This is an optimization exercise on Yosys and OpenROAD, whose aim is small area, not a production implementation. Where RTL was checked, it was by simulation tests only, not by an equivalence proof against the original.

the baseline:
==> flow/design.v (excerpt) <==
module pulse_arrays #(
    parameter   WIDTH_left     =   8,
    parameter   WIDTH_up       =   8,
    parameter   WIDTH_out      =   16,
    parameter   Mritx_M   =   4,
    parameter   Mritx_N   =   4,
    parameter   Mritx_L   =   4,
    parameter   Mritx_LOG2_size  =   10
)(
    input   clk,
    input   rst,
    input   wire    valid_left,
    input   wire    valid_up,
    input   wire  [31:0]   left,
    input   wire  [31:0]   up,
    output  reg     ready,
    output  wire  [63:0]   product
);
export LEC_CHECK = 0
export CAP_MARGIN = 20
export CORE_MARGIN = 2
export CORE_UTILIZATION = 40
export CTS_BUF_LIST = sky130_fd_sc_hd__clkbuf_8
export CTS_CLUSTER_DIAMETER = 60
export CTS_CLUSTER_SIZE = 16
export PLACE_DENSITY = 0.6
export SLEW_MARGIN = 20
export SYNTH_HIERARCHICAL = 1
create_clock -name core_clock -period 5.0 [get_ports {clk}]
standard.sh (not shown) runs the stock make flow with config.mk's settings and CLKGATE_MAP_FILE= SYNTH_SCRIPT=/design/flow/synth_recipe.tcl, a recipe that flattens the netlist after the stock synthesis.
==> flow/flow/run.sh <==
#!/bin/bash
# The standard layout flow, with one change: the buffers that
# buffer_ports puts on every input and output port are the smallest buffer
# cell (buf_1) instead of the cell buffer_ports picks by default.
set -euo pipefail
export BUFFER_PORTS_ARGS="-buffer_cell sky130_fd_sc_hd__buf_1"
bash standard.sh finish > standard.log 2>&1
Here is what was changed in the inputs of the candidate compared with the baseline.
diff --git a/flow/design.v b/flow/design.v
--- a/flow/design.v
+++ b/flow/design.v
@@ -213,52 +213,27 @@
     wire s68, c68;
     pulse_arrays_ha u69 (.a(c53), .b(s56), .s(s68), .co(c68));
     wire s69, c69;
     pulse_arrays_ha u70 (.a(s58), .b(c56), .s(s69), .co(c69));
     wire s70, c70;
     pulse_arrays_ha u71 (.a(s59), .b(c58), .s(s70), .co(c70));
     wire p11 = acc[15] ^ c59;
     wire gg71 = c61 | (s61 & c60);
-    wire pp71 = s61 & s60;
-    wire gg72 = c63 | (s63 & c62);
-    wire pp72 = s63 & s62;
-    wire gg73 = c65 | (s65 & c64);
-    wire pp73 = s65 & s64;
-    wire gg74 = c67 | (s67 & c66);
-    wire pp74 = s67 & s66;
-    wire gg75 = c69 | (s69 & c68);
-    wire pp75 = s69 & s68;
-    wire gg76 = 1'b0 | (p11 & c70);
-    wire pp76 = p11 & s70;
-    wire gg77 = gg72 | (pp72 & gg71);
-    wire pp77 = pp72 & pp71;
-    wire gg78 = gg74 | (pp74 & gg73);
-    wire pp78 = pp74 & pp73;
-    wire gg79 = gg76 | (pp76 & gg75);
-    wire pp79 = pp76 & pp75;
-    wire gg80 = gg78 | (pp78 & gg77);
-    wire pp80 = pp78 & pp77;
-    wire gg81 = gg79 | (pp79 & gg80);
-    wire pp81 = pp79 & pp80;
-    wire gg82 = gg73 | (pp73 & gg77);
-    wire pp82 = pp73 & pp77;
-    wire gg83 = gg75 | (pp75 & gg80);
-    wire pp83 = pp75 & pp80;
-    wire gg84 = c62 | (s62 & gg71);
-    wire pp84 = s62 & pp71;
-    wire gg85 = c64 | (s64 & gg77);
-    wire pp85 = s64 & pp77;
-    wire gg86 = c66 | (s66 & gg82);
-    wire pp86 = s66 & pp82;
-    wire gg87 = c68 | (s68 & gg80);
-    wire pp87 = s68 & pp80;
-    wire gg88 = c70 | (s70 & gg83);
-    wire pp88 = s70 & pp83;
-    assign y = {(p11 ^ gg88), (s70 ^ gg83), (s69 ^ gg87), (s68 ^ gg80), (s67 ^ gg86), (s66 ^ gg82), (s65 ^ gg85), (s64 ^ gg77), (s63 ^ gg84), (s62 ^ gg71), (s61 ^ c60), s60, s9, s5, s2, s0};
+    wire gg72 = c62 | (s62 & gg71);
+    wire gg73 = c63 | (s63 & gg72);
+    wire gg74 = c64 | (s64 & gg73);
+    wire gg75 = c65 | (s65 & gg74);
+    wire gg76 = c66 | (s66 & gg75);
+    wire gg77 = c67 | (s67 & gg76);
+    wire gg78 = c68 | (s68 & gg77);
+    wire gg79 = c69 | (s69 & gg78);
+    wire gg80 = c70 | (s70 & gg79);
+    wire gg81 = 1'b0 | (p11 & gg80);
+    assign y = {(p11 ^ gg80), (s70 ^ gg79), (s69 ^ gg78), (s68 ^ gg77), (s67 ^ gg76), (s66 ^ gg75), (s65 ^ gg74), (s64 ^ gg73), (s63 ^ gg72), (s62 ^ gg71), (s61 ^ c60), s60, s9, s5, s2, s0};
 endmodule
 module pulse_arrays #(
     parameter   WIDTH_left     =   8,
     parameter   WIDTH_up       =   8,
     parameter   WIDTH_out      =   16,
     parameter   Mritx_M   =   4,
     parameter   Mritx_N   =   4,
     parameter   Mritx_L   =   4,
Findings:
Nothing crashed in the candidate and all stages finished; the problem is that the final layout failed, the offending checks being setup timing. Die size: the candidate is under the baseline. Area after synthesis shrinks slightly when moving from the baseline to the candidate. Note that the sum of met2 wire segment lengths after detailed routing recorded for the baseline amounts to 0.919 times the value seen in the candidate. Uppermost signal routing layer after detailed routing: met5 -> the baseline, met4 -> the candidate. Delta (the candidate minus the baseline): area after detailed placement +about 0.8%, layout cell share with drive strength beyond 1 +11 points, core utilization +2.9 points, logic depth of the worst path, buffers included +13.
Only the layout flow was run in the candidate; the RTL was not checked for function there.

## afterwards: timing with drivers on the ports
In the flow no input, the clock included, has a driving cell. The finished layouts below were timed again as built, in two steps.
Step 1 assumes that a clkbuf_16 drives the clock port and a buf_2 every other input.
Step 2 moves the port delays by t, midway between the first and last clock arrival at a register: inputs arrive t later, outputs are due t later. That takes back most of the time a late clock gives input paths.
Three values: no drivers, after step 1, after step 2; two values: the first two.
run	shift t [ns]	setup slack, ns	slew at the worst register clock pin (ns)	cell pins on the clock port's net
the baseline	0.678	0.244 / 0.244 / 0.244	0.10 / 0.10	1
the candidate	0.682	-1.778 / -1.778 / -1.778	0.10 / 0.10	1
